Source: an optimization exercise on an open RTL-to-GDS flow (aim: small area, a short achievable clock period and few clock cycles). Production flows keep margins and buffers that such runs may drop.
The RTL was checked by simulation tests, not by an equivalence proof against the original design.
Power and IR drop assume default switching activity.

==> flow/design.v <==
`timescale 1ns / 1ps
module Proccessor(
    input         clk,
    input         reset,
    output [31:0] imem_addr,
    input  [31:0] imem_rdata,
    output [31:0] dmem_addr,
    output [31:0] dmem_wdata,
    output [3:0]  dmem_wstrb,
    input  [31:0] dmem_rdata
);
    reg  [4:0]  rd;                  
    reg  [2:0]  f3;                  
    reg         c_sra;               
    reg  [31:0] a;                   
    reg  [31:0] b;                   
    reg  [4:0]  sa;                  
    reg  [31:0] addr;                
    reg  [31:1] bt;                  
    reg  [31:2] pc4;                 
    reg         c_sub, c_alu, c_load, c_auipc;
    reg         c_wr, c_take, c_jalr;    
    reg  [3:0]  wstrb;                   
    reg         started;             
    wire [31:0] next_pc = ~started ? 32'b0 :
                          c_take  ? {bt, 1'b0} :
                          c_jalr  ? {addr[31:1], 1'b0} : {pc4, 2'b00};
    assign imem_addr = next_pc;
    wire [31:0] fw = imem_rdata;
    wire [4:0]  f_opc = fw[6:2];
    wire [2:0]  f_f3  = fw[14:12];
    wire [4:0]  f_rs1 = fw[19:15];
    wire [4:0]  f_rs2 = fw[24:20];
    wire [4:0]  f_rd  = fw[11:7];
    wire f_lui   = f_opc == 5'b01101;
    wire f_auipc = f_opc == 5'b00101;
    wire f_jal   = f_opc == 5'b11011;
    wire f_jalr  = f_opc == 5'b11001;
    wire f_br    = f_opc == 5'b11000;
    wire f_load  = f_opc == 5'b00000;
    wire f_store = f_opc == 5'b01000;
    wire f_opi   = f_opc == 5'b00100;
    wire f_opr   = f_opc == 5'b01100;
    wire f_alu   = f_opi | f_opr | f_lui;
    wire f_wr    = (f_alu | f_load | f_auipc | f_jal | f_jalr) & (f_rd != 5'd0);
    wire f_arith = f_opi | f_opr;
    wire f_sub   = (f_arith & (f_f3 == 3'b010 || f_f3 == 3'b011)) |
                   (f_opr & f_f3 == 3'b000 & fw[30]);
    wire [31:0] f_imm_i = {{21{fw[31]}}, fw[30:20]};
    wire [31:0] f_imm_s = {{21{fw[31]}}, fw[30:25], fw[11:7]};
    wire [31:0] f_imm_b = {{20{fw[31]}}, fw[7], fw[30:25], fw[11:8], 1'b0};
    wire [31:0] f_imm_u = {fw[31:12], 12'b0};
    wire [31:0] f_imm_j = {{12{fw[31]}}, fw[19:12], fw[20], fw[30:21], 1'b0};
    wire [31:0] wb;
    wire [31:0] rfq [0:31];
    assign rfq[0] = 32'b0;
    genvar gi;
    generate
        for (gi = 1; gi < 32; gi = gi + 1) begin : g_rf
            reg [31:0] r;
            always @(posedge clk)
                if (c_wr && rd == gi) r <= wb;
            assign rfq[gi] = r;
        end
    endgenerate
    wire [31:0] r1 = (c_wr && rd == f_rs1) ? wb : rfq[f_rs1];
    wire [31:0] r2 = (c_wr && rd == f_rs2) ? wb : rfq[f_rs2];
    wire [31:0] f_b    = f_opr ? r2 : f_lui ? f_imm_u : f_imm_i;
    wire [31:0] f_bx   = f_sub ? ~f_b : f_b;
    wire [31:0] f_sd   = f_f3[1] ? r2 : f_f3[0] ? {2{r2[15:0]}} : {4{r2[7:0]}};
    wire [31:0] f_addr = r1 + (f_store ? f_imm_s : f_imm_i);
    wire [31:0] f_bimm = f_jal ? f_imm_j : (f_br ? f_imm_b : f_imm_u);
    wire [31:1] f_bt   = next_pc[31:1] + f_bimm[31:1];
    wire [31:2] f_pc4  = next_pc[31:2] + 30'd1;
    wire [31:0] cg0 = r1 & ~r2;
    wire [31:0] cl0 = ~r1 & r2;
    wire [15:0] cg1, cl1;
    wire [7:0]  cg2, cl2;
    wire [3:0]  cg3, cl3;
    wire [1:0]  cg4, cl4;
    generate
        for (gi = 0; gi < 16; gi = gi + 1) begin : g_c1
            assign cg1[gi] = cg0[2*gi+1] | ~cl0[2*gi+1] & cg0[2*gi];
            assign cl1[gi] = cl0[2*gi+1] | ~cg0[2*gi+1] & cl0[2*gi];
        end
        for (gi = 0; gi < 8; gi = gi + 1) begin : g_c2
            assign cg2[gi] = cg1[2*gi+1] | ~cl1[2*gi+1] & cg1[2*gi];
            assign cl2[gi] = cl1[2*gi+1] | ~cg1[2*gi+1] & cl1[2*gi];
        end
        for (gi = 0; gi < 4; gi = gi + 1) begin : g_c3
            assign cg3[gi] = cg2[2*gi+1] | ~cl2[2*gi+1] & cg2[2*gi];
            assign cl3[gi] = cl2[2*gi+1] | ~cg2[2*gi+1] & cl2[2*gi];
        end
        for (gi = 0; gi < 2; gi = gi + 1) begin : g_c4
            assign cg4[gi] = cg3[2*gi+1] | ~cl3[2*gi+1] & cg3[2*gi];
            assign cl4[gi] = cl3[2*gi+1] | ~cg3[2*gi+1] & cl3[2*gi];
        end
    endgenerate
    wire gt_u = cg4[1] | ~cl4[1] & cg4[0];
    wire lt_u = cl4[1] | ~cg4[1] & cl4[0];
    wire eq   = ~(gt_u | lt_u);
    wire lt_s = (r1[31] ^ r2[31]) ? r1[31] : lt_u;
    wire f_cond = f_f3[2] ? ((f_f3[1] ? lt_u : lt_s) ^ f_f3[0]) : (eq ^ f_f3[0]);
    wire f_take = f_jal | (f_br & f_cond);
    wire [3:0] f_mask = f_f3[1] ? 4'b1111 :
                        f_f3[0] ? (f_addr[1] ? 4'b1100 : 4'b0011) :
                                  (4'b0001 << f_addr[1:0]);
    always @(posedge clk) begin
        rd      <= f_rd;
        f3      <= f_lui ? 3'b000 : f_f3;
        c_sra   <= fw[30];
        a       <= f_lui ? 32'b0 : r1;
        b       <= f_store ? f_sd : f_bx;
        sa      <= f_b[4:0];
        addr    <= f_addr;
        bt      <= f_bt;
        pc4     <= f_pc4;
        c_sub   <= f_sub;
        c_alu   <= f_alu;
        c_load  <= f_load;
        c_auipc <= f_auipc;
    end
    always @(posedge clk or posedge reset)
        if (reset) begin
            started <= 1'b0;
            c_wr    <= 1'b0;
            c_take  <= 1'b0;
            c_jalr  <= 1'b0;
            wstrb   <= 4'b0000;
        end else begin
            started <= 1'b1;
            c_wr    <= f_wr;
            c_take  <= f_take;
            c_jalr  <= f_jalr;
            wstrb   <= f_store ? f_mask : 4'b0000;
        end
    wire [33:0] sum_x = {1'b0, a, 1'b1} + {1'b0, b, c_sub};
    wire [32:0] sum = sum_x[33:1];
    wire s_lt_u = ~sum[32];
    wire s_lt_s = (a[31] == b[31]) ? a[31] : s_lt_u;
    wire        shl = ~f3[2];
    wire [31:0] a_rev;
    wire [31:0] sh_r;
    wire [31:0] sh_rev;
    generate
        for (gi = 0; gi < 32; gi = gi + 1) begin : g_rev
            assign a_rev[gi]  = a[31 - gi];
            assign sh_rev[gi] = sh_r[31 - gi];
        end
    endgenerate
    wire [31:0] sh_in = shl ? a_rev : a;
    wire        sh_fill = c_sra & a[31] & ~shl;
    wire [32:0] sh_full = $signed({sh_fill, sh_in}) >>> sa;
    assign sh_r = sh_full[31:0];
    wire [31:0] sh_res = shl ? sh_rev : sh_r;
    reg [31:0] alu_res;
    always @(*) begin
        case (f3)
            3'b000: alu_res = sum[31:0];
            3'b001: alu_res = sh_res;
            3'b010: alu_res = {31'b0, s_lt_s};
            3'b011: alu_res = {31'b0, s_lt_u};
            3'b100: alu_res = a ^ b;
            3'b101: alu_res = sh_res;
            3'b110: alu_res = a | b;
            default: alu_res = a & b;
        endcase
    end
    assign dmem_addr  = addr;
    assign dmem_wdata = b;
    assign dmem_wstrb = wstrb;
    wire [1:0]  lo  = addr[1:0];
    wire [31:0] rsh = dmem_rdata >> {lo, 3'b000};
    wire [31:0] ld = f3[1] ? dmem_rdata :
                     f3[0] ? {{16{rsh[15] & ~f3[2]}}, rsh[15:0]} :
                             {{24{rsh[7] & ~f3[2]}}, rsh[7:0]};
    assign wb = c_alu   ? alu_res :
                c_load  ? ld :
                c_auipc ? {bt, 1'b0} : {pc4, 2'b00};
endmodule
==> flow/flow/run.sh <==
#!/bin/bash
# Own layout flow: the standard synthesis and layout (standard.sh), with
# the timing repair steps asked to leave extra setup slack. The SDC, clock
# period and every other step are unchanged.
set -euo pipefail
bash standard.sh synth > run_synth.log 2>&1
bash standard.sh SETUP_SLACK_MARGIN=11 finish > run_layout.log 2>&1
==> flow/standard.sh <==
#!/bin/bash
# synth_recipe.tcl (not shown) runs the flow's synth.tcl, then flattens the netlist and writes it again
# the make line also repeats each setting of config.mk as NAME=value (left out here)
make -C /OpenROAD-flow-scripts/flow DESIGN_CONFIG=/design/flow/config.mk WORK_HOME=/design/flow/orfs CLKGATE_MAP_FILE= SYNTH_SCRIPT=/design/flow/synth_recipe.tcl "${@:-finish}"
==> flow/config.mk <==
export PLATFORM = sky130hd
export DESIGN_NAME = Proccessor
export DESIGN_NICKNAME = Proccessor
export VERILOG_FILES = /design/flow/design.v
export SDC_FILE = /design/flow/constraint.sdc
export NUM_CORES = 4
export LEC_CHECK = 0
export ABC_AREA = 1
export CAP_MARGIN = 20
export CORE_MARGIN = 2
export CORE_UTILIZATION = 50
export PLACE_DENSITY = 0.6
export SLEW_MARGIN = 20
==> flow/constraint.sdc <==
create_clock -name core_clock -period 18.0 [get_ports {clk}]
set_input_delay 3.6000 -clock core_clock [delete_from_list [all_inputs] [get_ports {clk}]]
set_output_delay 3.6000 -clock core_clock [all_outputs]
set_load 0.01 [all_outputs]
==> results of run 1 <==
[final timing paths]
path,to,slack (ns),cells past startpoint
max in group asynchronous,started,14.57,2
worst max-delay path,addr[28],10.22,30
worst max register to register,addr[30],11.60,38
min in group asynchronous,c_wr,3.10,2
worst min register to register,pc4[2],0.56,3
worst min-delay path,pc4[2],0.56,3
[final cells by class]
type | count | area [µm²] | area share
clock buffer | 163 | 3400 | 0.0438
timing repair inverter | 4 | 42.5 | 0.000548
tap | 1650 | 2060 | 0.0266
multi-input combinational | 4758 | 27200 | 0.350
sequential | 1175 | 33500 | 0.432
antenna | 27 | 67.6 | 0.000871
timing repair buffer | 633 | 6570 | 0.0847
inverter | 937 | 3960 | 0.0510
clock inverter | 78 | 853 | 0.0110
[per-stage QoR]
| step | total power [mW] | hold WS (ns) | instances | util | setup slack [ns] |
|---|---|---|---|---|---|
| global placement | 4.52 | 0.546 | 8834 | 0.536 | 7.51 |
| floorplan | 3.92 | 0.525 | 7179 | - | 10.65 |
| global route | 7.62 | 0.630 | 9402 | 0.616 | 10.24 |
| finish | 7.48 | 0.563 | 9425 | 0.616 | 10.22 |
| CTS | 7.31 | 0.561 | 9328 | 0.607 | 10.81 |
| detailed placement | 4.53 | 0.558 | 8834 | 0.536 | 7.42 |
[power by group through the flow]
stage	clock (mW)	sequential (mW)	combinational (mW)
after floorplan	0	3.20	0.729
after global placement	0	3.24	1.27
after detailed placement	0	3.24	1.28
after CTS	2.71	3.19	1.42
after global routing	2.81	3.19	1.62
final	2.73	3.19	1.56
[timing repair]
item,4_1_cts,5_1_grt
cloned,17,0
buffers inserted,236,69
setup endpoints to repair,100,25
gates resized for setup,621,111
pin swaps,114,75
[metal layers]
layer	global-route usage	wire, µm	up-vias
li1	-	-	26000
met1	0.593	112000	30200
met2	0.716	137000	5937
met3	0.236	55300	1715
met4	0.466	39700	22
met5	0.0407	1080	-
[state kept, by name (all words and copies together) (netlist names)]
signal	cells
wstrb	4
pc4	30
c_auipc	1
c_sra	1
c_wr	1
c_load	1
c_sub	1
addr	32
g_rf.r	992
started	1
sa	5
b	32
c_jalr	1
c_alu	1
c_take	1
f3	3
bt	31
a	32
rd	5
[critical path, delay by kind of cell]
kind / cells / cell delay, ns
compound gates: 9 / 1.18
xor+xnor: 1 / 0.16
buf+inv: 8 / 0.97
fa+ha+maj: 1 / 0.28
simple gates: 11 / 2.22
[cell families (layout without fill, tap and decap cells)]
kind of cell	count (synthesis)	after routing	synth area share
AO/OA/AOI/OAI	1393	1393	0.139
XOR/XNOR	117	117	0.0161
adder cells (fa/ha/maj)	131	131	0.0261
buffers and inverters	1246	1815	0.0804
flip-flops	1175	1175	0.527
other	2	29	0.000118
AND/OR/NAND/NOR	3115	3115	0.211
[layout by cell type, fill, tap and decap left out, types with 52 or more instances in the layout]
cell,n
nor2_4,52
o21ai_0,423
inv_1,833
buf_4,341
ha_1,117
nand2_1,1762
nor3_1,59
clkbuf_16,131
nand4_1,135
clkdlybuf4s50_1,150
dfxtp_1,174
edfxtp_1,992
o22ai_1,229
nand3_1,462
buf_12,68
a221oi_1,108
xor2_1,97
o2111ai_1,64
nor2_1,363
o211ai_1,67
nand2_2,65
a21oi_1,209
[synthesized netlist by cell type (25+ instances only)]
cell type,n,area (µm²)
buf_2,133,666
xor2_1,101,885
nor4_1,55,344
nand3_1,485,2430
o21ai_1,40,200
dfxtp_1,175,3500
buf_4,30,225
nor3_1,83,415
a22o_1,28,245
buf_1,25,93.8
o22ai_1,236,1480
inv_1,851,3190
nand2_1,1836,6890
nor2_1,421,1580
clkbuf_1,102,383
o221ai_1,41,359
a221oi_1,120,1050
o2111ai_1,72,631
a21oi_1,221,1110
nand4_1,135,845
inv_2,77,289
o211ai_1,67,503
o21ai_0,441,2210
a211oi_1,32,240
ha_1,128,1600
edfxtp_1,992,29800
==> key figures, run 1 <==
Worst setup path
  • CP max stage delay: a little under 0.6 ns
  • CP Launch Point: imem_rdata[19]
  • Most used cell, CP: nand2_2
  • Crit-path slowest cell: nand3b_1
  • Setup CP Type: input pin to flip-flop
  • Crit Path Max Fanout: 8
  • Crit path DAT: ~8.5 ns
  • Crit. End Element: flip-flop
  • CP required: 18.70 ns
  • Reg-to-Reg Start: f3[2]
  • Worst setup SP type: input pin

Placement
  • Routability Congestion: approximately 1.1
  • IO buf count: ~160
  • Dpl hpwl: 209 mm
  • Cell Area, Placed: 0.0674 mm²

Power
  • VDD IR max: around 120 µV
  • Share of power burned in registers: 0.427
  • Internal power: 5.12 mW
  • Logic pwr share: 0.208
  • Net switching power: 2.36 mW
  • Leakage power: 31.3 nW
  • Pwr/cell area: around 96 mW/mm²
  • Sw Ratio: 0.316
  • Clock share of power: 0.365

GRT
  • All-layer global routing usage: 0.517
  • First-pass GRT wire length: between 400 and 500 mm
  • Overflow after GRT: 0
  • Vias in the first global route: between 50000 and 60000
  • Largest net degree at the start of global routing: 57
  • Initial antenna violation count: 30

Run status
  • Status: no timing/DRC/antenna violations

Die
  • Row count: 130
  • Io pins: around 170
  • CORE AREA: ~0.13 mm²
  • Chip width: around 360 µm
  • Initial Util: 0.505
  • Die area: 0.130 mm²
  • Die Ht: between 300 and 400 µm

Synth
  • Unique masters post-synth: 75
  • Post-synth EDFFs: between 900 and 1000
  • Post-synthesis cell area: ~0.064 mm²
  • Most common flop cell mapped by yosys: edfxtp_1
  • Sequential cell area fraction in the yosys report: 0.527
  • Syn Inst Count: 7179
  • Synth async-reset ratio: 0.00681
  • Flops & latches, synth: approximately 1200
  • Mapped Nets: about 7400
  • Ys Warns: 1
  • Synth Area per Inst: 8.86 µm²

CTS
  • CTS Buf Count: ~130
  • Max clock buf depth: 3
  • CTS hold repair buffers: 0
  • Clock Sinks: 1175
  • H-tree Lvls: 4
  • Clock-pin transition on the worst setup and hold timing paths: ~0.050 ns
  • Clk root buf: clkbuf_16
  • CTS tree: built
  • Worst-Skew Late Latency: just over 0.8 ns

Final layout
  • Layout Cell Area excl Fill: between 0.07 and 0.08 mm²
  • # fillers: between 10000 and 15000
  • Nets: slightly below 8000
  • Layout cells sized above 1: 0.150
  • Area delta synth->final: 22.0%

Routing
  • Vias per std cell: about 6.8
  • Wirelength, routed: 345 mm
  • Number of nets with antenna violations after routing: 0
  • Initial detailed-routing violation count: 11900
  • Routed length per placed instance: about 37 µm
  • Vias: 63800
  • Pre-Repair DR Iteration Count: 10
  • DR DRC count: 0

Timing
  • Unrepaired setup endpoints after global routing: true
  • Period utilization: 0.432
  • Slew HR: 0.116
  • Final setup fails: 0
  • Final hold vios: 0
  • Final Critical Period: 7.78 ns
  • Post-Route Skew: ~0.048 ns
  • Setup_tns: 0 ns
  • Max-slew violations: 0
  • FMAX: 0.129 GHz
  • Least-Margin Pin Slew: roughly 1.3 ns

Min path
  • Worst Hold Launch: bt[2]
  • HP Class: flip-flop to flip-flop

Run
  • Max Cap Viol: 0
Testbench counts, summed over its fixed seeds: cycles 50,846.
==> inputs of run 2 (changes only) <==
--- a/flow/design.v
+++ b/flow/design.v
@@ -16,13 +16,33 @@
     reg  [31:0] b;                   
     reg  [4:0]  sa;                  
-    reg  [31:0] addr;                
-    reg  [31:1] bt;                  
+    reg  [11:0] addr_lo;
+    reg         addr_inc, addr_dec;
+    reg  [15:1] bt_lo;
+    reg  [31:16] bt_hi0, bt_hi1;
+    reg         bt_c;
     reg  [31:2] pc4;                 
+    reg  [3:0]  cmp_g, cmp_l;
+    reg         s1_neg, s_diff;
     reg         c_sub, c_alu, c_load, c_auipc;
-    reg         c_wr, c_take, c_jalr;    
+    reg         c_wr, c_jal, c_br, c_jalr;    
     reg  [3:0]  wstrb;                   
     reg         started;             
+    wire [31:12] a_inc = a[31:12] + 20'd1;
+    wire [31:12] a_dec = a[31:12] - 20'd1;
+    wire [31:12] addr_hi = addr_inc ? a_inc : addr_dec ? a_dec : a[31:12];
+    wire [31:0]  addr = {addr_hi, addr_lo};
+    wire [31:1]  bt = {bt_c ? bt_hi1 : bt_hi0, bt_lo};
+    wire cg_hi = cmp_g[3] | ~cmp_l[3] & cmp_g[2];
+    wire cl_hi = cmp_l[3] | ~cmp_g[3] & cmp_l[2];
+    wire cg_lo = cmp_g[1] | ~cmp_l[1] & cmp_g[0];
+    wire cl_lo = cmp_l[1] | ~cmp_g[1] & cmp_l[0];
+    wire e_gt_u = cg_hi | ~cl_hi & cg_lo;
+    wire e_lt_u = cl_hi | ~cg_hi & cl_lo;
+    wire e_eq   = ~(e_gt_u | e_lt_u);
+    wire e_lt_s = s_diff ? s1_neg : e_lt_u;
+    wire cond = f3[2] ? ((f3[1] ? e_lt_u : e_lt_s) ^ f3[0]) : (e_eq ^ f3[0]);
+    wire take = c_jal | (c_br & cond);
     wire [31:0] next_pc = ~started ? 32'b0 :
-                          c_take  ? {bt, 1'b0} :
+                          take    ? {bt, 1'b0} :
                           c_jalr  ? {addr[31:1], 1'b0} : {pc4, 2'b00};
     assign imem_addr = next_pc;
@@ -69,7 +89,11 @@
     wire [31:0] f_bx   = f_sub ? ~f_b : f_b;
     wire [31:0] f_sd   = f_f3[1] ? r2 : f_f3[0] ? {2{r2[15:0]}} : {4{r2[7:0]}};
-    wire [31:0] f_addr = r1 + (f_store ? f_imm_s : f_imm_i);
+    wire [11:0] f_ofs    = f_store ? f_imm_s[11:0] : f_imm_i[11:0];
+    wire [12:0] f_addr_l = {1'b0, r1[11:0]} + {1'b0, f_ofs};
+    wire [1:0]  f_lo     = f_addr_l[1:0];
     wire [31:0] f_bimm = f_jal ? f_imm_j : (f_br ? f_imm_b : f_imm_u);
-    wire [31:1] f_bt   = next_pc[31:1] + f_bimm[31:1];
+    wire [16:1]  f_bt_l  = {1'b0, next_pc[15:1]} + {1'b0, f_bimm[15:1]};
+    wire [31:16] f_bt_h0 = next_pc[31:16] + f_bimm[31:16];
+    wire [31:16] f_bt_h1 = next_pc[31:16] + f_bimm[31:16] + 16'd1;
     wire [31:2] f_pc4  = next_pc[31:2] + 30'd1;
     wire [31:0] cg0 = r1 & ~r2;
@@ -78,5 +102,4 @@
     wire [7:0]  cg2, cl2;
     wire [3:0]  cg3, cl3;
-    wire [1:0]  cg4, cl4;
     generate
         for (gi = 0; gi < 16; gi = gi + 1) begin : g_c1
@@ -92,18 +115,8 @@
             assign cl3[gi] = cl2[2*gi+1] | ~cg2[2*gi+1] & cl2[2*gi];
         end
-        for (gi = 0; gi < 2; gi = gi + 1) begin : g_c4
-            assign cg4[gi] = cg3[2*gi+1] | ~cl3[2*gi+1] & cg3[2*gi];
-            assign cl4[gi] = cl3[2*gi+1] | ~cg3[2*gi+1] & cl3[2*gi];
-        end
     endgenerate
-    wire gt_u = cg4[1] | ~cl4[1] & cg4[0];
-    wire lt_u = cl4[1] | ~cg4[1] & cl4[0];
-    wire eq   = ~(gt_u | lt_u);
-    wire lt_s = (r1[31] ^ r2[31]) ? r1[31] : lt_u;
-    wire f_cond = f_f3[2] ? ((f_f3[1] ? lt_u : lt_s) ^ f_f3[0]) : (eq ^ f_f3[0]);
-    wire f_take = f_jal | (f_br & f_cond);
     wire [3:0] f_mask = f_f3[1] ? 4'b1111 :
-                        f_f3[0] ? (f_addr[1] ? 4'b1100 : 4'b0011) :
-                                  (4'b0001 << f_addr[1:0]);
+                        f_f3[0] ? (f_lo[1] ? 4'b1100 : 4'b0011) :
+                                  (4'b0001 << f_lo);
     always @(posedge clk) begin
         rd      <= f_rd;
@@ -113,7 +126,16 @@
         b       <= f_store ? f_sd : f_bx;
         sa      <= f_b[4:0];
-        addr    <= f_addr;
-        bt      <= f_bt;
+        addr_lo <= f_addr_l[11:0];
+        addr_inc <= f_addr_l[12] & ~f_ofs[11];
+        addr_dec <= ~f_addr_l[12] & f_ofs[11];
+        bt_lo   <= f_bt_l[15:1];
+        bt_c    <= f_bt_l[16];
+        bt_hi0  <= f_bt_h0;
+        bt_hi1  <= f_bt_h1;
         pc4     <= f_pc4;
+        cmp_g   <= cg3;
+        cmp_l   <= cl3;
+        s1_neg  <= r1[31];
+        s_diff  <= r1[31] ^ r2[31];
         c_sub   <= f_sub;
         c_alu   <= f_alu;
@@ -125,5 +147,6 @@
             started <= 1'b0;
             c_wr    <= 1'b0;
-            c_take  <= 1'b0;
+            c_jal   <= 1'b0;
+            c_br    <= 1'b0;
             c_jalr  <= 1'b0;
             wstrb   <= 4'b0000;
@@ -131,5 +154,6 @@
             started <= 1'b1;
             c_wr    <= f_wr;
-            c_take  <= f_take;
+            c_jal   <= f_jal;
+            c_br    <= f_br;
             c_jalr  <= f_jalr;
             wstrb   <= f_store ? f_mask : 4'b0000;
==> flow/flow/run.sh (replaced) <==
#!/bin/bash
# Own layout flow: the standard synthesis and layout (standard.sh), with
# the timing repair steps asked to leave extra setup slack, and the port
# buffers made with buf_4 cells rather than the default choice. The SDC,
# clock period and every other step are unchanged.
set -euo pipefail
bash standard.sh synth > run_synth.log 2>&1
bash standard.sh SETUP_SLACK_MARGIN=11 "BUFFER_PORTS_ARGS=-buffer_cell sky130_fd_sc_hd__buf_4" finish > run_layout.log 2>&1
--- a/flow/config.mk
+++ b/flow/config.mk
@@ -9,5 +9,5 @@
 export CAP_MARGIN = 20
 export CORE_MARGIN = 2
-export CORE_UTILIZATION = 50
-export PLACE_DENSITY = 0.6
+export CORE_UTILIZATION = 40
+export PLACE_DENSITY = 0.5
 export SLEW_MARGIN = 20
==> key figures, run 2 <==
Placement
  • IO buf count: 162 (unchanged)
  • Place WS: 8.71 ns (+1.29 ns)
  • Routability Congestion: 1.03 (-4.8%)
  • Dpl hpwl: 216 mm (+3.4%)
  • Cell Area, Placed: 0.0675 mm² (about the same)

Timing
  • Least-Margin Pin Slew: 1.34 ns (+0.0113 ns)
  • Final hold vios: 0 (unchanged)
  • Setup_tns: 0 ns (unchanged)
  • Final setup fails: 0 (unchanged)
  • Max-slew violations: 0 (unchanged)
  • Period utilization: 0.394 (-0.0378)
  • Post-Route Skew: 0.0771 ns (+0.0295 ns)
  • Final worst slack: 10.90 ns (+0.681 ns)
  • Unrepaired setup endpoints after global routing: true
  • Final Critical Period: 7.10 ns (-0.681 ns)
  • FMAX: 0.141 GHz (+9.6%)
  • Slew HR: 0.109 (-0.00657)

Power
  • VDD IR max: 89.1 µV (-27%)
  • Overall Power: 7.41 mW (-0.93%)
  • Leakage power: 29.6 nW (-5.5%)
  • Pwr/cell area: 99.7 mW/mm² (+3.5%)

GRT
  • First-pass GRT wire length: 433 mm (-5.7%)
  • Initial antenna violation count: 13 (-57%)
  • All-layer global routing usage: 0.386 (-0.131)
  • Grt met2 use: 0.600 (-0.115)
  • Largest net degree at the start of global routing: 56 (-1.8%)
  • GR Layer Usage met3: 0.0981 (-0.138)
  • Met1 Resource Use GR: 0.475 (-0.118)
  • Overflow after GRT: 0 (unchanged)
  • Vias in the first global route: 54400 (-5.3%)
  • GRT busiest layer: met2

Routing
  • Routed length per placed instance: 33.8 µm (-7.6%)
  • DR DRC count: 0 (unchanged)
  • Wirelength, routed: 318 mm (-7.7%)
  • Number of nets with antenna violations after routing: 0 (unchanged)
  • Initial detailed-routing violation count: 7911 (-33%)
  • Pre-Repair DR Iteration Count: 8 (-2)
  • Vias: 58400 (-8.5%)
  • Vias per std cell: 6.21 (-8.4%)

Final layout
  • Top Registers: g_rf.r x992, a x32, b x32
  • Max FFs per register: 992 (unchanged)
  • Layout Cell Area excl Fill: 0.0743 mm² (-4.3%)
  • Area delta synth->final: 18.1%
  • Largest register by flop count: g_rf.r
  • Layout cells sized above 1: 0.143 (-0.00738)
  • Post-layout util: 0.475 (-0.141)
  • Commonest non-fill, non-tap cell in the layout: nand2_1
  • Most frequent cells in the layout: 1628 x nand2_1, 992 x edfxtp_1, 791 x inv_1
  • Nets: 7431 (-5.2%)

Run
  • Max Cap Viol: 0 (unchanged)

CTS
  • Worst-Skew Late Latency: 0.81 ns (about the same)
  • CTS hold repair buffers: 0 (unchanged)
  • Clock-pin transition on the worst setup and hold timing paths: 0.06 ns (about the same)
  • CTS Buf Count: 137 (+4.6%)
  • Clock Sinks: 1185 (+0.85%)
  • CTS tree: built
  • H-tree Lvls: 4 (unchanged)
  • Max clock buf depth: 3 (unchanged)
  • Clk root buf: clkbuf_16

Synth
  • Synth Area per Inst: 9.03 µm² (+2.0%)
  • Yosys top cell by area: edfxtp_1
  • Main area contributors after synthesis: edfxtp_1 47%, nand2_1 9.9%, dfxtp_1 5.9%
  • Mapped Nets: 7143 (-3.2%)
  • Most common cell in the synthesized netlist: nand2_1
  • Syn Inst Count: 6962 (-3.0%)
  • Flops & latches, synth: 1185 (+0.85%)
  • Ys Warns: 1 (unchanged)
  • Sequential cell area fraction in the yosys report: 0.536 (+0.00914)
  • Synth async-reset ratio: 0.00759 (+0.000786)
  • Unique masters post-synth: 71 (-5.3%)
  • Post-synth top cells: 1655 x nand2_1, 992 x edfxtp_1, 816 x inv_1
  • Top-area cell type share of the netlist area: 0.474 (+0.00523)
  • Most common flop cell mapped by yosys: edfxtp_1
  • Post-synth EDFFs: 992 (unchanged)
  • Post-synthesis cell area: 0.0629 mm² (-1.1%)

Run status
  • Status: no timing/DRC/antenna violations

Worst setup path
  • Crit Path Max Fanout: 17 (+9)
  • Crit path cell chain: buf_4 -> inv_1 -> nand2_2 -> nor2_1 -> nand2_1 -> buf_4 -> inv_2 -> nand2_1 -> o21ai_0 -> nor4_1 -> nand3_1 -> o21ai_1 -> nand2_1 -> nand2_1 -> o21ai_0 -> xor2_1 -> nand2_1 -> o21ai_0
  • Worst setup SP type: input pin
  • Setup CP Type: input pin to flip-flop
  • WP buf/inv: 4 (-4)
  • Most used cell, CP: nand2_1
  • CP required: 18.51 ns (-0.19 ns)
  • CP max stage delay: 0.56 ns (-0.02 ns)
  • Crit. End Element: flip-flop
  • Crit-path slowest cell: nor4_1
  • Crit path DAT: 7.60 ns (-0.88 ns)
  • Top delay family on crit path: simple AND/OR/NAND/NOR gates

Min path
  • HP Class: flip-flop to flip-flop

Die
  • Initial Util: 0.403 (-0.102)
  • Chip width: 401 µm (+11%)
  • Die Ht: 401 µm (+11%)
  • Die area: 0.160 mm² (+23%)
  • Io pins: 166 (unchanged)
  • CORE AREA: 0.156 mm² (+24%)
  • Row count: 145 (+12%)
run 2: report_power, final:
group,internal [mW],switching (mW)
clock,1.59,1.22
combinational,0.386,1.01
sequential,3.09,0.106
total,5.07,2.34
run 2: logic make-up after synthesis:
logic type               Yosys count  share of synthesized area
AO/OA/AOI/OAI                   1536                      0.159
XOR/XNOR                         103                     0.0146
adder cells (fa/ha/maj)          115                     0.0234
buffers and inverters           1191                     0.0741
flip-flops                      1185                      0.536
multiplexers                      10                    0.00159
other                              2                   0.000119
AND/OR/NAND/NOR                 2820                      0.191
run 2: layout make-up:
class	count	area (µm²)
Inverter	869	3370
Tap cell	2058	2570
Fill cell	15100	81900
Multi-Input combinational cell	4587	26100
Timing Repair Buffer	470	4040
Clock inverter	67	821
Sequential cell	1185	33700
Antenna cell	4	10.0
Clock buffer	179	3680
run 2: metal layers:
metal  wire length (µm)  share of wire
met1             118000           0.37
met2             141000           0.44
met3              34400           0.11
met4              25000          0.078
met5                 63        0.00020
run 2: worst paths after layout:
check	endpoint	depth (start not counted)	from	slack, ns
max	b[7]	18	imem_rdata[23]	10.90
min	pc4[2]	3	bt_lo[2]	0.63
max reg2reg	addr_inc	30	f3[2]	12.38
min reg2reg	pc4[2]	3	bt_lo[2]	0.63
max in group asynchronous	wstrb[2]	2	reset	14.76
min in group asynchronous	wstrb[1]	2	reset	2.86
run 2: timing repair:
action                                  in CTS  in global routing
gates cloned                                 1                  2
endpoints found under the setup margin     103                 67
resized for setup                          208                157
pin swaps                                   24                 47
setup buffers                               36                 41
run 2: worst register-to-register path: cells and delay by family (launching register included):
family	cells	cell delay (ns)
and+or+nand+nor	19	2.34
buffers and inverters	4	1.11
AOI/OAI and AO/OA	5	0.95
adders and majority gates	2	0.60
DFF	1	0.55
run 2: stage by stage:
| step | instances | hold WS, ns |
|---|---|---|
| 2_1_floorplan | 6962 | 0.585 |
| 3_3_place_gp | 9085 | 0.617 |
| 3_5_place_dp | 9088 | 0.625 |
| 4_1_cts | 9371 | 0.633 |
| 5_1_grt | 9415 | 0.691 |
| 6_report | 9419 | 0.628 |
Testbench counts of run 2, summed over its fixed seeds: cycles 50,846.
==> inputs of run 3 (changes only) <==
--- a/flow/design.v
+++ b/flow/design.v
@@ -24,5 +24,5 @@
     reg  [3:0]  cmp_g, cmp_l;
     reg         s1_neg, s_diff;
-    reg         c_sub, c_alu, c_load, c_auipc;
+    reg         c_sub, c_alu, c_lui, c_load, c_auipc;
     reg         c_wr, c_jal, c_br, c_jalr;    
     reg  [3:0]  wstrb;                   
@@ -43,7 +43,9 @@
     wire cond = f3[2] ? ((f3[1] ? e_lt_u : e_lt_s) ^ f3[0]) : (e_eq ^ f3[0]);
     wire take = c_jal | (c_br & cond);
-    wire [31:0] next_pc = ~started ? 32'b0 :
-                          take    ? {bt, 1'b0} :
-                          c_jalr  ? {addr[31:1], 1'b0} : {pc4, 2'b00};
+    wire        sel_j = c_jalr & started;
+    wire        sel_s = ~c_jalr & started & ~take;
+    wire [31:0] next_pc = ({32{sel_j}} & {addr[31:1], 1'b0}) |
+                          ({32{take}}  & {bt, 1'b0}) |
+                          ({32{sel_s}} & {pc4, 2'b00});
     assign imem_addr = next_pc;
     wire [31:0] fw = imem_rdata;
@@ -62,8 +64,7 @@
     wire f_opi   = f_opc == 5'b00100;
     wire f_opr   = f_opc == 5'b01100;
-    wire f_alu   = f_opi | f_opr | f_lui;
-    wire f_wr    = (f_alu | f_load | f_auipc | f_jal | f_jalr) & (f_rd != 5'd0);
-    wire f_arith = f_opi | f_opr;
-    wire f_sub   = (f_arith & (f_f3 == 3'b010 || f_f3 == 3'b011)) |
+    wire f_alu   = f_opi | f_opr;
+    wire f_wr    = (f_alu | f_lui | f_load | f_auipc | f_jal | f_jalr) & (f_rd != 5'd0);
+    wire f_sub   = (f_alu & (f_f3 == 3'b010 || f_f3 == 3'b011)) |
                    (f_opr & f_f3 == 3'b000 & fw[30]);
     wire [31:0] f_imm_i = {{21{fw[31]}}, fw[30:20]};
@@ -86,7 +87,5 @@
     wire [31:0] r1 = (c_wr && rd == f_rs1) ? wb : rfq[f_rs1];
     wire [31:0] r2 = (c_wr && rd == f_rs2) ? wb : rfq[f_rs2];
-    wire [31:0] f_b    = f_opr ? r2 : f_lui ? f_imm_u : f_imm_i;
-    wire [31:0] f_bx   = f_sub ? ~f_b : f_b;
-    wire [31:0] f_sd   = f_f3[1] ? r2 : f_f3[0] ? {2{r2[15:0]}} : {4{r2[7:0]}};
+    wire [31:0] f_b    = (f_opr | f_store) ? r2 : f_lui ? f_imm_u : f_imm_i;
     wire [11:0] f_ofs    = f_store ? f_imm_s[11:0] : f_imm_i[11:0];
     wire [12:0] f_addr_l = {1'b0, r1[11:0]} + {1'b0, f_ofs};
@@ -121,8 +120,8 @@
     always @(posedge clk) begin
         rd      <= f_rd;
-        f3      <= f_lui ? 3'b000 : f_f3;
+        f3      <= f_f3;
         c_sra   <= fw[30];
-        a       <= f_lui ? 32'b0 : r1;
-        b       <= f_store ? f_sd : f_bx;
+        a       <= r1;
+        b       <= f_b;
         sa      <= f_b[4:0];
         addr_lo <= f_addr_l[11:0];
@@ -140,4 +139,5 @@
         c_sub   <= f_sub;
         c_alu   <= f_alu;
+        c_lui   <= f_lui;
         c_load  <= f_load;
         c_auipc <= f_auipc;
@@ -159,8 +159,9 @@
             wstrb   <= f_store ? f_mask : 4'b0000;
         end
-    wire [33:0] sum_x = {1'b0, a, 1'b1} + {1'b0, b, c_sub};
+    wire [31:0] bx = c_sub ? ~b : b;
+    wire [33:0] sum_x = {1'b0, a, 1'b1} + {1'b0, bx, c_sub};
     wire [32:0] sum = sum_x[33:1];
     wire s_lt_u = ~sum[32];
-    wire s_lt_s = (a[31] == b[31]) ? a[31] : s_lt_u;
+    wire s_lt_s = (a[31] == bx[31]) ? a[31] : s_lt_u;
     wire        shl = ~f3[2];
     wire [31:0] a_rev;
@@ -192,5 +193,5 @@
     end
     assign dmem_addr  = addr;
-    assign dmem_wdata = b;
+    assign dmem_wdata = f3[1] ? b : f3[0] ? {2{b[15:0]}} : {4{b[7:0]}};
     assign dmem_wstrb = wstrb;
     wire [1:0]  lo  = addr[1:0];
@@ -200,4 +201,5 @@
                              {{24{rsh[7] & ~f3[2]}}, rsh[7:0]};
     assign wb = c_alu   ? alu_res :
+                c_lui   ? b :
                 c_load  ? ld :
                 c_auipc ? {bt, 1'b0} : {pc4, 2'b00};
--- a/flow/config.mk
+++ b/flow/config.mk
@@ -10,4 +10,6 @@
 export CORE_MARGIN = 2
 export CORE_UTILIZATION = 40
+export CTS_BUF_LIST = sky130_fd_sc_hd__clkbuf_8
+export CTS_CLUSTER_SIZE = 30
 export PLACE_DENSITY = 0.5
 export SLEW_MARGIN = 20
==> key figures, run 3 <==
CTS
  • Max clock buf depth: 3 (unchanged)
  • CTS tree: built
  • CTS Buf Count: 204 (+49%)
  • H-tree Lvls: 4 (unchanged)
  • Clock Sinks: 1180 (-0.42%)
  • Worst-Skew Late Latency: 0.98 ns (+0.17 ns)
  • Clk root buf: clkbuf_8
  • Clock-pin transition on the worst setup and hold timing paths: 0.06 ns (about the same)
  • CTS hold repair buffers: 0 (unchanged)

Synth
  • Synth async-reset ratio: 0.00763 (+0.0000322)
  • Post-synthesis cell area: 0.0627 mm² (-0.37%)
  • Flops & latches, synth: 1180 (-0.42%)
  • Top-area cell type share of the netlist area: 0.475 (+0.00174)
  • Syn Inst Count: 6782 (-2.6%)
  • Sequential cell area fraction in the yosys report: 0.536 (about the same)
  • Main area contributors after synthesis: edfxtp_1 48%, nand2_1 9.7%, dfxtp_1 5.7%
  • Most common flop cell mapped by yosys: edfxtp_1
  • Most common cell in the synthesized netlist: nand2_1
  • Post-synth top cells: 1617 x nand2_1, 992 x edfxtp_1, 759 x inv_1
  • Mapped Nets: 6994 (-2.1%)
  • Post-synth EDFFs: 992 (unchanged)
  • Unique masters post-synth: 80 (+13%)
  • Yosys top cell by area: edfxtp_1
  • Synth Area per Inst: 9.24 µm² (+2.3%)
  • Ys Warns: 1 (unchanged)

Placement
  • Routability Congestion: 1.01 (-2.5%)
  • Dpl hpwl: 210 mm (-2.7%)
  • IO buf count: 162 (unchanged)
  • Place WS: 8.64 ns (-0.0678 ns)

GRT
  • Vias in the first global route: 53200 (-2.2%)
  • All-layer global routing usage: 0.385 (-0.00111)
  • Largest net degree at the start of global routing: 102 (+82%)
  • Initial antenna violation count: 10 (-3)
  • First-pass GRT wire length: 424 mm (-2.1%)
  • Overflow after GRT: 0 (unchanged)

Worst setup path
  • CP required: 18.82 ns (+0.31 ns)
  • Crit path DAT: 8.08 ns (+0.48 ns)
  • Worst setup SP type: input pin
  • Crit. End Element: flip-flop
  • Reg-to-Reg Start: c_sub
  • Reg2reg end: addr_inc
  • Setup CP Type: input pin to flip-flop
  • Crit Path Max Fanout: 18 (+1)
  • Path depth of the worst reg2reg path: 30 (unchanged)
  • Flop2flop setup slack: 12.02 ns (-0.36 ns)

Timing
  • FMAX: 0.138 GHz (-2.2%)
  • Worst hold margin: 0.620 ns (-0.00765 ns)
  • Period utilization: 0.403 (+0.00877)
  • Least-Margin Pin Slew: 1.24 ns (-0.0970 ns)
  • Setup_tns: 0 ns (unchanged)
  • Final setup fails: 0 (unchanged)
  • Slew HR: 0.167 (+0.0578)
  • Final Critical Period: 7.25 ns (+0.158 ns)
  • Post-Route Skew: 0.0719 ns (-0.00522 ns)
  • Max-slew violations: 0 (unchanged)
  • Final hold vios: 0 (unchanged)
  • Final worst slack: 10.75 ns (-0.158 ns)
  • Unrepaired setup endpoints after global routing: true

Routing
  • Vias: 57500 (-1.6%)
  • Routed length per placed instance: 33.6 µm (-0.53%)
  • Initial detailed-routing violation count: 8133 (+2.8%)
  • Wirelength, routed: 315 mm (-1.1%)
  • Pre-Repair DR Iteration Count: 9 (+1)
  • DR DRC count: 0 (unchanged)
  • Number of nets with antenna violations after routing: 0 (unchanged)
  • Vias per std cell: 6.14 (-1.1%)

Power
  • VDD IR max: 62.4 µV (-30%)
  • Pwr/cell area: 94.6 mW/mm² (-5.1%)
  • Leakage power: 29.2 nW (-1.3%)

Final layout
  • Top Registers: g_rf.r x992, a x32, pc4 x30
  • Post-layout util: 0.467 (-0.00834)
  • Largest register by flop count: g_rf.r
  • Commonest non-fill, non-tap cell in the layout: nand2_1
  • Layout cells sized above 1: 0.145 (+0.00278)
  • Nets: 7346 (-1.1%)
  • Most frequent cells in the layout: 1589 x nand2_1, 992 x edfxtp_1, 812 x inv_1
  • Area delta synth->final: 16.2%
  • Max FFs per register: 992 (unchanged)

Min path
  • Worst hold path depth: 2 (-1)
  • Hold endpoint: pc4[2]
  • HP Class: flip-flop to flip-flop
  • Worst Hold Launch: bt_lo[2]

Die
  • Initial Util: 0.402 (-0.000540)
  • Io pins: 166 (unchanged)
  • CORE AREA: 0.156 mm² (-0.23%)
  • Die area: 0.160 mm² (-0.36%)
  • Chip width: 400 µm (-0.18%)
  • Die Ht: 400 µm (-0.18%)
  • Row count: 145 (unchanged)

Run
  • Max Cap Viol: 0 (unchanged)

Run status
  • Status: no timing/DRC/antenna violations
==> run 3: worst max-delay path, stage by stage <==
cell and delay [ns]:
buf_4 0.21, inv_4 0.08, nand2_2 0.13, nor2_1 0.10, nand2_1 0.08, buf_6 0.29, inv_4 0.23, a22o_1 0.23
a221oi_1 0.26, nand4_1 0.50, o31ai_1 1.09, nand2_1 0.42, ha_1 0.44, a21oi_1 0.17, o21bai_1 0.09, nand2_1 0.06
inv_1 0.04
==> run 3: area by class of cell <==
cell class              instances  area, µm²
fillers                     15000      83000
flip-flops and latches       1180      33600
multi-input cells            4481      25900
repair buffers                440       3630
inverters                     827       3220
clock buffers                 215       2960
well taps                    2058       2570
clock inverters               156        827
diodes                          8       20.0
==> run 3: worst max path at each step <==
stage                          to  cells past startpoint            from
floorplan                cmp_l[3]                     19  dmem_rdata[15]
global placement      addr_lo[11]                     22  imem_rdata[19]
detailed placement    addr_lo[11]                     22  imem_rdata[19]
CTS                   addr_lo[11]                     28  imem_rdata[16]
global route        imem_addr[30]                     13           a[12]
finish                   addr_inc                     17  imem_rdata[16]
==> run 3: power breakdown <==
part           leakage (nW)  internal (mW)  total [mW]  switching [mW]
Sequential             10.8           3.09        3.21           0.123
Clock                  2.19           1.13        2.33            1.20
Combinational          16.3          0.385        1.35           0.965
Total                  29.2           4.60        6.89            2.29
==> run 3: metal layers <==
layer	global-route usage	wire, µm	up-vias
met5	0	13	-
met4	0.264	25700	2
met3	0.0933	33500	850
met2	0.598	140000	3643
met1	0.473	116000	28100
li1	-	-	24900
==> run 3: timing repair <==
action,CTS,global route
resized for setup,158,132
gates cloned,1,2
pin swaps,27,39
endpoints found under the setup margin,79,41
buffers inserted,27,35
==> run 3: cell families (layout without fill, tap and decap cells) <==
kind of cell | Yosys count | in the layout | share of synthesized area
compound gates | 1460 | 1460 | 0.156
xor+xnor | 120 | 120 | 0.0170
fa+ha+maj | 146 | 146 | 0.0295
buf+inv | 1123 | 1638 | 0.0705
flops | 1180 | 1180 | 0.536
mux | 11 | 11 | 0.00176
other cells | 2 | 10 | 0.000120
simple gates | 2740 | 2742 | 0.189
==> run 3: through the flow <==
step | total power [mW] | instance area (µm²) | cells
after floorplan | 3.89 | 62700 | 6782
after detailed placement | 4.51 | 67200 | 8921
after CTS | 6.84 | 72000 | 9320
after global placement | 4.50 | 67200 | 8920
final | 6.89 | 72800 | 9365
after global routing | 7.11 | 72800 | 9359
Testbench counts of run 3, summed over its fixed seeds: cycles 50,846.
==> inputs of run 4 (changes only) <==
--- a/flow/config.mk
+++ b/flow/config.mk
@@ -9,7 +9,7 @@
 export CAP_MARGIN = 20
 export CORE_MARGIN = 2
-export CORE_UTILIZATION = 40
+export CORE_UTILIZATION = 45
 export CTS_BUF_LIST = sky130_fd_sc_hd__clkbuf_8
 export CTS_CLUSTER_SIZE = 30
-export PLACE_DENSITY = 0.5
+export PLACE_DENSITY = 0.55
 export SLEW_MARGIN = 20
==> key figures, run 4 <==
CTS
  • H-tree Lvls: 4 (unchanged)
  • Clock-pin transition on the worst setup and hold timing paths: 0.06 ns (about the same)
  • CTS hold repair buffers: 0 (unchanged)
  • Max clock buf depth: 3 (unchanged)
  • CTS Buf Count: 202 (-0.98%)
  • Worst-Skew Late Latency: 0.97 ns (about the same)
  • Clock Sinks: 1180 (unchanged)
  • Clk root buf: clkbuf_8
  • CTS tree: built

Synth
  • Flops & latches, synth: 1180 (unchanged)
  • Largest family of logic cells by synthesized area: simple AND/OR/NAND/NOR gates
  • Most common cell in the synthesized netlist: nand2_1
  • Compound-Gate Fraction of Synth Area: 0.156 (unchanged)
  • Unique masters post-synth: 80 (unchanged)
  • Post-synthesis xor/xnor area fraction: 0.0170 (unchanged)
  • Main area contributors after synthesis: edfxtp_1 48%, nand2_1 9.7%, dfxtp_1 5.7%
  • Mapped Nets: 6994 (unchanged)
  • Synth Area per Inst: 9.24 µm² (unchanged)
  • Synth async-reset ratio: 0.00763 (unchanged)
  • Sequential cell area fraction in the yosys report: 0.536 (unchanged)
  • Syn Inst Count: 6782 (unchanged)
  • Ys Warns: 1 (unchanged)
  • Yosys top cell by area: edfxtp_1
  • Mux cell area share after synthesis: 0.00176 (unchanged)
  • Post-synthesis cell area: 0.0627 mm² (unchanged)
  • Post-synth EDFFs: 992 (unchanged)
  • Top-area cell type share of the netlist area: 0.475 (unchanged)
  • Post-synth top cells: 1617 x nand2_1, 992 x edfxtp_1, 759 x inv_1
  • Adder-Cell Fraction of Synth Area: 0.0295 (unchanged)
  • Most common flop cell mapped by yosys: edfxtp_1
  • Post-synthesis simple-gate area fraction: 0.189 (unchanged)

Routing
  • Number of nets with antenna violations after routing: 0 (unchanged)
  • Routed length per placed instance: 33.1 µm (-1.5%)
  • DR DRC count: 0 (unchanged)
  • Wirelength, routed: 301 mm (-4.4%)
  • Initial detailed-routing violation count: 9049 (+11%)
  • Vias per std cell: 6.40 (+4.2%)
  • Vias: 58200 (+1.2%)
  • Pre-Repair DR Iteration Count: 7 (-2)

Timing
  • Final Critical Period: 7.16 ns (-0.0967 ns)
  • Final worst slack: 10.84 ns (+0.0967 ns)
  • Final hold vios: 0 (unchanged)
  • Period utilization: 0.398 (-0.00537)
  • Worst hold margin: 0.608 ns (-0.0121 ns)
  • Setup_tns: 0 ns (unchanged)
  • Max-slew violations: 0 (unchanged)
  • Unrepaired setup endpoints after global routing: true
  • Final setup fails: 0 (unchanged)
  • Post-Route Skew: 0.100 ns (+0.0281 ns)
  • Slew HR: 0.124 (-0.0433)
  • FMAX: 0.140 GHz (+1.4%)
  • Least-Margin Pin Slew: 1.31 ns (+0.0752 ns)

Final layout
  • Layout Cell Area excl Fill: 0.0722 mm² (-0.84%)
  • Commonest non-fill, non-tap cell in the layout: nand2_1
  • Nets: 7340 (-0.082%)
  • Most frequent cells in the layout: 1603 x nand2_1, 992 x edfxtp_1, 815 x inv_1
  • Layout cells sized above 1: 0.142 (-0.00350)
  • Max FFs per register: 992 (unchanged)
  • Largest register by flop count: g_rf.r
  • Area delta synth->final: 15.2%
  • Top Registers: g_rf.r x992, a x32, pc4 x30

Placement
  • Routability Congestion: 1.05 (+4.2%)
  • Place WS: 9.16 ns (+0.519 ns)
  • Cell Area, Placed: 0.0669 mm² (-0.49%)
  • Dpl hpwl: 203 mm (-3.2%)
  • IO buf count: 162 (unchanged)

Die
  • Initial Util: 0.455 (+0.0525)
  • CORE AREA: 0.138 mm² (-12%)
  • Chip width: 377 µm (-5.7%)
  • Die Ht: 377 µm (-5.7%)
  • Row count: 136 (-6.2%)
  • Die area: 0.142 mm² (-11%)
  • Io pins: 166 (unchanged)

GRT
  • First-pass GRT wire length: 411 mm (-3.1%)
  • All-layer global routing usage: 0.415 (+0.0300)
  • Initial antenna violation count: 17 (+7)
  • Largest net degree at the start of global routing: 100 (-2.0%)
  • Overflow after GRT: 0 (unchanged)
  • Vias in the first global route: 53500 (+0.55%)

Worst setup path
  • CP required: 18.78 ns (-0.04 ns)
  • Most used cell, CP: nand2_1
  • Crit path DAT: 7.94 ns (-0.14 ns)
  • Crit Path Max Fanout: 14 (-4)
  • Crit. End Element: flip-flop
  • Crit path cell chain: buf_4 -> nand2_1 -> nor2_1 -> nand2_1 -> buf_6 -> inv_2 -> nand2_1 -> nand3_1 -> nor3_1 -> nand4_1 -> nand2_1 -> nand2_1 -> ha_1 -> nand2_1 -> o21ai_2 -> nand3_1 -> nand2_1 -> nand3_1 -> nand2_1 -> a21oi_2 -> o21bai_1 -> nor2_1
  • CP max stage delay: 0.91 ns (-0.18 ns)
  • Crit-path slowest cell: nor3_1
  • Worst setup SP type: input pin
  • Setup CP Type: input pin to flip-flop

Power
  • Clock share of power: 0.340 (+0.002)
  • Internal power: 4.63 mW (+0.51%)
  • Net switching power: 2.24 mW (-2.1%)
  • Share of power burned in registers: 0.467 (about the same)
  • Logic pwr share: 0.193 (-0.003)
  • Pwr/cell area: 95.1 mW/mm² (+0.50%)
  • Leakage power: 29.1 nW (-0.30%)
  • Sw Ratio: 0.326 (-0.00572)
  • VDD IR max: 70.7 µV (+13%)
  • Overall Power: 6.87 mW (-0.35%)

Run
  • Max Cap Viol: 0 (unchanged)

Run status
  • Status: no timing/DRC/antenna violations

Min path
  • HP Class: flip-flop to flip-flop
run 4: worst paths after layout:
kind                                 from          end  slack (ns)  cells after the start
max                        imem_rdata[15]     addr_dec       10.84                     22
min in group asynchronous           reset         c_wr        2.70                      2
min reg2reg                        pc4[2]       pc4[2]        0.61                      2
min                                pc4[2]       pc4[2]        0.61                      2
max reg2reg                    addr_lo[0]  addr_lo[11]       12.41                     23
max in group asynchronous           reset     wstrb[0]       14.92                      2
run 4: layer usage:
| metal | global-route usage | wire length [µm] | vias up |
|---|---|---|---|
| met5 | 0 | 82 | - |
| met4 | 0.321 | 28100 | 12 |
| met3 | 0.116 | 36900 | 974 |
| met2 | 0.613 | 127000 | 4378 |
| met1 | 0.513 | 109000 | 27900 |
| li1 | - | - | 24900 |
run 4: kinds of logic after synthesis:
logic type | Yosys count
xor+xnor | 120
other cells | 2
mux | 11
buf+inv | 1123
compound gates | 1460
flops | 1180
simple gates | 2740
fa+ha+maj | 146
run 4: power groups by stage:
stage | sequential, mW | combinational, mW | clock, mW
2_1_floorplan | 3.19 | 0.700 | 0
3_3_place_gp | 3.25 | 1.23 | 0
6_report | 3.21 | 1.33 | 2.33
4_1_cts | 3.20 | 1.26 | 2.35
3_5_place_dp | 3.25 | 1.24 | 0
5_1_grt | 3.20 | 1.40 | 2.48
run 4: worst max-delay path: cells and delay by family:
family,cells,cell delay [ns]
buffers and inverters,3,0.75
adder cells (fa/ha/maj),1,0.40
AND/OR/NAND/NOR,15,2.67
AO/OA/AOI/OAI,3,0.44
run 4: cell type report:
cell class / count / area, µm²
Fill cell: 12800 / 65600
Sequential cell: 1180 / 33600
Multi-Input combinational cell: 4481 / 25700
Timing Repair Buffer: 436 / 3510
Inverter: 827 / 3240
Clock buffer: 217 / 2990
Tap cell: 1794 / 2240
Clock inverter: 155 / 842
Antenna cell: 3 / 7.51
run 4: stage by stage:
stage                     utilization  instances
after floorplan                     -       6782
after global placement          0.485       8658
after detailed placement        0.485       8659
after CTS                       0.519       9057
after global routing            0.524       9091
final                           0.524       9093
run 4: timing repair:
item,CTS,global route
pin swaps,15,20
gates resized for setup,135,104
cloned,1,2
setup endpoints to repair,70,49
buffers inserted,25,29
==> inputs of run 5 (changes only) <==
--- a/flow/config.mk
+++ b/flow/config.mk
@@ -9,7 +9,7 @@
 export CAP_MARGIN = 20
 export CORE_MARGIN = 2
-export CORE_UTILIZATION = 45
+export CORE_UTILIZATION = 48
 export CTS_BUF_LIST = sky130_fd_sc_hd__clkbuf_8
 export CTS_CLUSTER_SIZE = 30
-export PLACE_DENSITY = 0.55
+export PLACE_DENSITY = 0.58
 export SLEW_MARGIN = 20
==> key figures, run 5 <==
Run status
  • Status: no timing/DRC/antenna violations

Routing
  • Wirelength, routed: 304 mm (+1.1%)
  • Met3 wire len: 39.2 mm (+6.1%)
  • Met2 wire len: 129 mm (+1.5%)
  • Initial detailed-routing violation count: 8798 (-2.8%)
  • DRT met1 WL: 108 mm (-1.0%)
  • Vias: 58800 (+1.1%)
  • Number of nets with antenna violations after routing: 0 (unchanged)
  • Pre-Repair DR Iteration Count: 7 (unchanged)
  • Routed length per placed instance: 33.6 µm (+1.5%)
  • DR DRC count: 0 (unchanged)
  • Vias per std cell: 6.50 (+1.5%)
  • Top layer in use: met5

Worst setup path
  • Worst setup SP type: input pin
  • Crit Path Max Fanout: 17 (+3)
  • Crit path DAT: 8.07 ns (+0.13 ns)
  • CP required: 18.83 ns (+0.05 ns)
  • Setup CP Type: input pin to flip-flop
  • Crit. End Element: flip-flop

Synth
  • Mapped Nets: 6994 (unchanged)
  • Ys Warns: 1 (unchanged)
  • Most common flop cell mapped by yosys: edfxtp_1
  • Synth async-reset ratio: 0.00763 (unchanged)
  • Post-synthesis cell area: 0.0627 mm² (unchanged)
  • Main area contributors after synthesis: edfxtp_1 48%, nand2_1 9.7%, dfxtp_1 5.7%
  • Post-synth EDFFs: 992 (unchanged)
  • Flops & latches, synth: 1180 (unchanged)
  • Sequential cell area fraction in the yosys report: 0.536 (unchanged)
  • Post-synth top cells: 1617 x nand2_1, 992 x edfxtp_1, 759 x inv_1
  • Unique masters post-synth: 80 (unchanged)
  • Top-area cell type share of the netlist area: 0.475 (unchanged)
  • Syn Inst Count: 6782 (unchanged)
  • Synth Area per Inst: 9.24 µm² (unchanged)
  • Most common cell in the synthesized netlist: nand2_1
  • Yosys top cell by area: edfxtp_1

Final layout
  • Largest register by flop count: g_rf.r
  • Commonest non-fill, non-tap cell in the layout: nand2_1
  • Most frequent cells in the layout: 1594 x nand2_1, 992 x edfxtp_1, 810 x inv_1
  • Top Registers: g_rf.r x992, a x32, pc4 x30
  • # fillers: 11900 (-7.7%)
  • Layout cells sized above 1: 0.145 (+0.00321)
  • Max FFs per register: 992 (unchanged)
  • Final cell count without fillers: 9056 (-0.41%)
  • Area delta synth->final: 15.4%
  • Nets: 7362 (+0.30%)
  • Post-layout util: 0.558 (+0.0346)

Timing
  • Final Critical Period: 7.23 ns (+0.0767 ns)
  • Least-Margin Pin Slew: 1.25 ns (-0.0607 ns)
  • Slew HR: 0.164 (+0.0405)
  • Worst hold margin: 0.617 ns (+0.00854 ns)
  • Final setup fails: 0 (unchanged)
  • FMAX: 0.138 GHz (-1.1%)
  • Unrepaired setup endpoints after global routing: true
  • Max-slew violations: 0 (unchanged)
  • Period utilization: 0.402 (+0.00426)
  • Final hold vios: 0 (unchanged)
  • Post-Route Skew: 0.0667 ns (-0.0333 ns)
  • Setup_tns: 0 ns (unchanged)

Power
  • Leakage power: 29.1 nW (about the same)
  • Pwr/cell area: 94.1 mW/mm² (-1.1%)
  • VDD IR max: 78.5 µV (+11%)
  • Overall Power: 6.80 mW (-0.91%)

GRT
  • Overflow after GRT: 0 (unchanged)
  • Initial antenna violation count: 16 (-1)
  • Vias in the first global route: 53600 (+0.17%)
  • First-pass GRT wire length: 412 mm (+0.23%)
  • Largest net degree at the start of global routing: 58 (-42%)
  • All-layer global routing usage: 0.448 (+0.0332)

Min path
  • HP Class: flip-flop to flip-flop

Run
  • Max Cap Viol: 0 (unchanged)

CTS
  • Clock-pin transition on the worst setup and hold timing paths: 0.07 ns (about the same)
  • Clock Sinks: 1180 (unchanged)
  • H-tree Lvls: 4 (unchanged)
  • CTS tree: built
  • Worst-Skew Late Latency: 0.97 ns (about the same)
  • Clk root buf: clkbuf_8
  • CTS Buf Count: 196 (-3.0%)
  • Max clock buf depth: 3 (unchanged)

Die
  • Die area: 0.133 mm² (-6.2%)
  • Initial Util: 0.484 (+0.0293)
  • Chip width: 365 µm (-3.1%)
  • Die Ht: 365 µm (-3.1%)
  • Io pins: 166 (unchanged)
  • CORE AREA: 0.129 mm² (-6.1%)
  • Row count: 132 (-2.9%)

Placement
  • Routability Congestion: 1.05 (about the same)
  • Post-Place Cells: 8613 (-0.53%)
  • Dpl hpwl: 203 mm (-0.15%)
  • IO buf count: 162 (unchanged)
run 5: cell count changes in the layout (fill, tap and decap cells not counted), sizes merged:
cell,before,now
inv,879,874
buf,433,462
clkinv,87,71
clkinvlp,13,20
bufinv,3,1
clkbuf,220,212
diode,3,14
nand2,1649,1648
run 5: kinds of logic after synthesis:
kind of cell / share of synthesized area
DFF: 0.536
muxes: 0.00176
adders and majority gates: 0.0295
and+or+nand+nor: 0.189
AOI/OAI and AO/OA: 0.156
xor gates and xnor gates: 0.0170
other: 0.000120
buffers and inverters: 0.0705
run 5: area by class of cell:
type,count,area (µm²),share of cell area
multi-input combinational,4480,25800,0.357
clock inverter,139,694,0.00960
clock buffer,209,2880,0.0398
inverter,827,3280,0.0453
sequential,1180,33600,0.465
timing repair buffer,465,3760,0.0521
tap,1742,2180,0.0301
antenna,14,35.0,0.000485
run 5: repair_timing:
action | in CTS | in global routing
setup endpoints to repair | 71 | 47
gates cloned | 1 | 1
hold buffers | 0 | 0
buffers inserted | 23 | 55
pin swaps | 17 | 32
gates resized for setup | 151 | 132
run 5: where the power goes:
| group | internal [mW] | total, mW | switching [mW] |
|---|---|---|---|
| clock | 1.09 | 2.24 | 1.15 |
| combinational | 0.388 | 1.37 | 0.980 |
| sequential | 3.09 | 3.20 | 0.110 |
| total | 4.56 | 6.80 | 2.24 |
run 5: per-stage QoR:
stage,instance area (µm²),worst slack [ns]
CTS,71300,10.96
floorplan,62700,11.07
detailed placement,66900,8.93
global placement,66800,8.97
global route,72300,10.90
finish,72300,10.77
run 5: metal layers:
| layer | up-vias | track usage |
|---|---|---|
| li1 | 24900 | - |
| met1 | 28300 | 0.551 |
| met2 | 4558 | 0.657 |
| met3 | 1070 | 0.135 |
| met4 | 10 | 0.354 |
| met5 | - | 0.00182 |
run 5: path summary, 6_finish.rpt:
kind                                      from  endpoint  slack [ns]  cells past startpoint
worst max-delay path            imem_rdata[24]  cmp_l[0]       10.77                     18
min in group asynchronous                reset    c_jalr        2.69                      2
max in group asynchronous                reset  wstrb[2]       14.98                      2
worst max register to register           f3[1]  addr_dec       12.21                     26
worst min register to register          pc4[2]    pc4[2]        0.62                      2
worst min-delay path                    pc4[2]    pc4[2]        0.62                      2
run 5: worst max-delay path, cell delays in order:
cell	delay (ns)
buf_4	0.20
buf_6	0.21
nand4_1	0.11
buf_4	0.40
clkinv_1	0.41
buf_4	0.37
nand2_1	0.10
o21ai_0	0.08
nor4_1	0.90
nand4_1	0.52
mux2i_1	0.57
nand2_1	0.09
nand2_1	0.08
nand2_1	0.05
nor2_1	0.09
nor2_1	0.06
nand2_1	0.06
nand2_1	0.05
==> inputs of run 6 (changes only) <==
==> flow/run.sh (new file) <==
#!/bin/bash
# synth_recipe.tcl (not shown) runs the flow's synth.tcl, then flattens the netlist and writes it again
# the make line also repeats each setting of config.mk as NAME=value (left out here)
make -C /OpenROAD-flow-scripts/flow DESIGN_CONFIG=/design/flow/config.mk WORK_HOME=/design/flow/orfs CLKGATE_MAP_FILE= SYNTH_SCRIPT=/design/flow/synth_recipe.tcl finish
--- a/flow/config.mk
+++ b/flow/config.mk
@@ -9,7 +9,8 @@
 export CAP_MARGIN = 20
 export CORE_MARGIN = 2
-export CORE_UTILIZATION = 48
+export CORE_UTILIZATION = 45
 export CTS_BUF_LIST = sky130_fd_sc_hd__clkbuf_8
 export CTS_CLUSTER_SIZE = 30
-export PLACE_DENSITY = 0.58
+export PLACE_DENSITY = 0.55
+export SETUP_SLACK_MARGIN = 5
 export SLEW_MARGIN = 20
removed: flow/flow/run.sh
removed: flow/standard.sh
==> key figures, run 6 <==
Timing
  • FMAX: 0.109 GHz (-21%)
  • Unrepaired setup endpoints after global routing: false
  • Final Critical Period: 9.19 ns (+1.96 ns)
  • Max-slew violations: 0 (unchanged)
  • Least-Margin Pin Slew: 1.40 ns (+0.150 ns)
  • Post-Route Skew: 0.0701 ns (+0.00340 ns)
  • Final hold vios: 0 (unchanged)
  • Slew HR: 0.0616 (-0.103)

Worst setup path
  • Path depth of the worst reg2reg path: 26 (unchanged)
  • WP buf/inv: 6 (+1)
  • CP max stage delay: 0.89 ns (about the same)
  • Top delay family on crit path: simple AND/OR/NAND/NOR gates
  • Most used cell, CP: nand2_1
  • Worst setup SP type: input pin
  • Crit Path Max Fanout: 13 (-4)
  • Crit. End Element: flip-flop
  • Flop2flop setup slack: 11.75 ns (-0.46 ns)
  • CP required: 18.89 ns (+0.06 ns)

Routing
  • Initial detailed-routing violation count: 7876 (-10%)
  • Vias per std cell: 6.39 (-1.7%)
  • Pre-Repair DR Iteration Count: 6 (-1)
  • Number of nets with antenna violations after routing: 0 (unchanged)
  • DR DRC count: 0 (unchanged)
  • Vias: 57800 (-1.8%)

Final layout
  • Max FFs per register: 992 (unchanged)
  • Layout cells sized above 1: 0.0992 (-0.0460)
  • Top Registers: g_rf.r x992, a x32, pc4 x30
  • Final cell count without fillers: 9047 (-0.099%)
  • Layout Cell Area excl Fill: 0.0711 mm² (-1.6%)
  • # fillers: 13000 (+9.8%)
  • Commonest non-fill, non-tap cell in the layout: nand2_1
  • Largest register by flop count: g_rf.r
  • Most frequent cells in the layout: 1616 x nand2_1, 992 x edfxtp_1, 821 x inv_1

Die
  • Row count: 136 (+3.0%)
  • Die Ht: 377 µm (+3.2%)
  • CORE AREA: 0.138 mm² (+6.4%)
  • Die area: 0.142 mm² (+6.6%)
  • Io pins: 166 (unchanged)

Placement
  • Post-Place Cells: 8675 (+0.72%)
  • IO buf count: 162 (unchanged)
  • Cell Area, Placed: 0.0674 mm² (+0.82%)
  • Dpl hpwl: 208 mm (+2.5%)

Run
  • Max Cap Viol: 0 (unchanged)

Power
  • Pwr/cell area: 95.7 mW/mm² (+1.7%)
  • VDD IR max: 74.5 µV (-5.1%)

CTS
  • H-tree Lvls: 4 (unchanged)
  • CTS tree: built
  • Worst-Skew Late Latency: 0.99 ns (+0.02 ns)
  • # Post-CTS Setup Buffers: 0 (-100%)
  • Post-cts resize count: 0 (-100%)
  • Max clock buf depth: 3 (unchanged)

Synth
  • Ys Warns: 1 (unchanged)
  • Sequential cell area fraction in the yosys report: 0.536 (unchanged)
  • Mapped Nets: 6994 (unchanged)
  • Post-synthesis cell area: 0.0627 mm² (unchanged)
  • Top-area cell type share of the netlist area: 0.475 (unchanged)
  • Post-synth top cells: 1617 x nand2_1, 992 x edfxtp_1, 759 x inv_1
  • Synth Area per Inst: 9.24 µm² (unchanged)
  • Yosys top cell by area: edfxtp_1
  • Syn Inst Count: 6782 (unchanged)
  • Most common cell in the synthesized netlist: nand2_1
  • Most common flop cell mapped by yosys: edfxtp_1
  • Unique masters post-synth: 80 (unchanged)
  • Flops & latches, synth: 1180 (unchanged)

GRT
  • All-layer global routing usage: 0.420 (-0.0285)
  • Overflow after GRT: 0 (unchanged)
  • First-pass GRT wire length: 414 mm (+0.37%)
  • Vias in the first global route: 53300 (-0.52%)
  • Initial antenna violation count: 15 (-1)

Run status
  • Status: no timing/DRC/antenna violations

Min path
  • HP Class: flip-flop to flip-flop
[run 6: cell count changes in the layout (fill, tap and decap cells not counted), sizes merged, moves of 6 or more]
cell	delta
clkbuf	-8
clkinv	+19
clkinvlp	-16
inv	+15
buf	-227
clkdlybuf4s50	+161
diode	-6
[run 6: cell type report]
class                      instances  area (µm²)  share of cell area
clock inverter                   159         867              0.0122
sequential                      1180       33600               0.472
multi-input combinational       4479       25100               0.353
inverter                         827        3110              0.0438
tap                             1794        2240              0.0316
antenna                            8        20.0            0.000281
timing repair buffer             396        3380              0.0475
clock buffer                     204        2810              0.0395
[run 6: cell families after synthesis]
| group | Yosys count | synth area share |
|---|---|---|
| flops | 1180 | 0.536 |
| buf+inv | 1123 | 0.0705 |
| fa+ha+maj | 146 | 0.0295 |
| compound gates | 1460 | 0.156 |
| simple gates | 2740 | 0.189 |
| other cells | 2 | 0.000120 |
| mux | 11 | 0.00176 |
| xor+xnor | 120 | 0.0170 |
[run 6: report_power, final]
part | leakage, nW | total [mW] | switching [mW] | internal (mW)
Sequential | 10.8 | 3.19 | 0.111 | 3.08
Clock | 2.12 | 2.29 | 1.18 | 1.11
Combinational | 15.5 | 1.32 | 0.950 | 0.373
Total | 28.4 | 6.81 | 2.24 | 4.57
[run 6: metrics by stage]
| step | utilization | hold WS, ns | setup slack [ns] |
|---|---|---|---|
| finish | 0.516 | 0.658 | 8.81 |
| global route | 0.516 | 0.680 | 8.81 |
| CTS | 0.516 | 0.655 | 9.25 |
| detailed placement | 0.489 | 0.642 | 8.22 |
| global placement | 0.489 | 0.638 | 8.20 |
| floorplan | - | 0.596 | 11.07 |
[run 6: path summary, 6_finish.rpt]
kind | startpoint | endpoint
min in group asynchronous | reset | c_wr
hold / removal | bt_lo[14] | pc4[14]
max in group asynchronous | reset | wstrb[1]
setup reg to reg | f3[1] | addr_dec
hold reg to reg | bt_lo[14] | pc4[14]
setup / recovery | imem_rdata[18] | addr_inc
[run 6: worst min-delay path: cells and delay by family (launching register included)]
family        cells  cell delay, ns
flops             1            0.33
xor+xnor          1            0.08
simple gates      2            0.20
[run 6: metal layers]
metal	wire length [µm]	track usage	up-vias	part of all wire
li1	-	-	24800	-
met1	110000	0.519	27900	0.36
met2	131000	0.628	4204	0.43
met3	36800	0.114	914	0.12
met4	26700	0.315	4	0.087
met5	25	0	-	0.000082

Check on run 6: ideal ports give 8.810 ns setup slack; a clkbuf_16 on the clock port and buf_2 on the inputs give 8.865 ns; moving port delays by the midpoint clock arrival (1.042 ns) as well gives 7.823 ns.
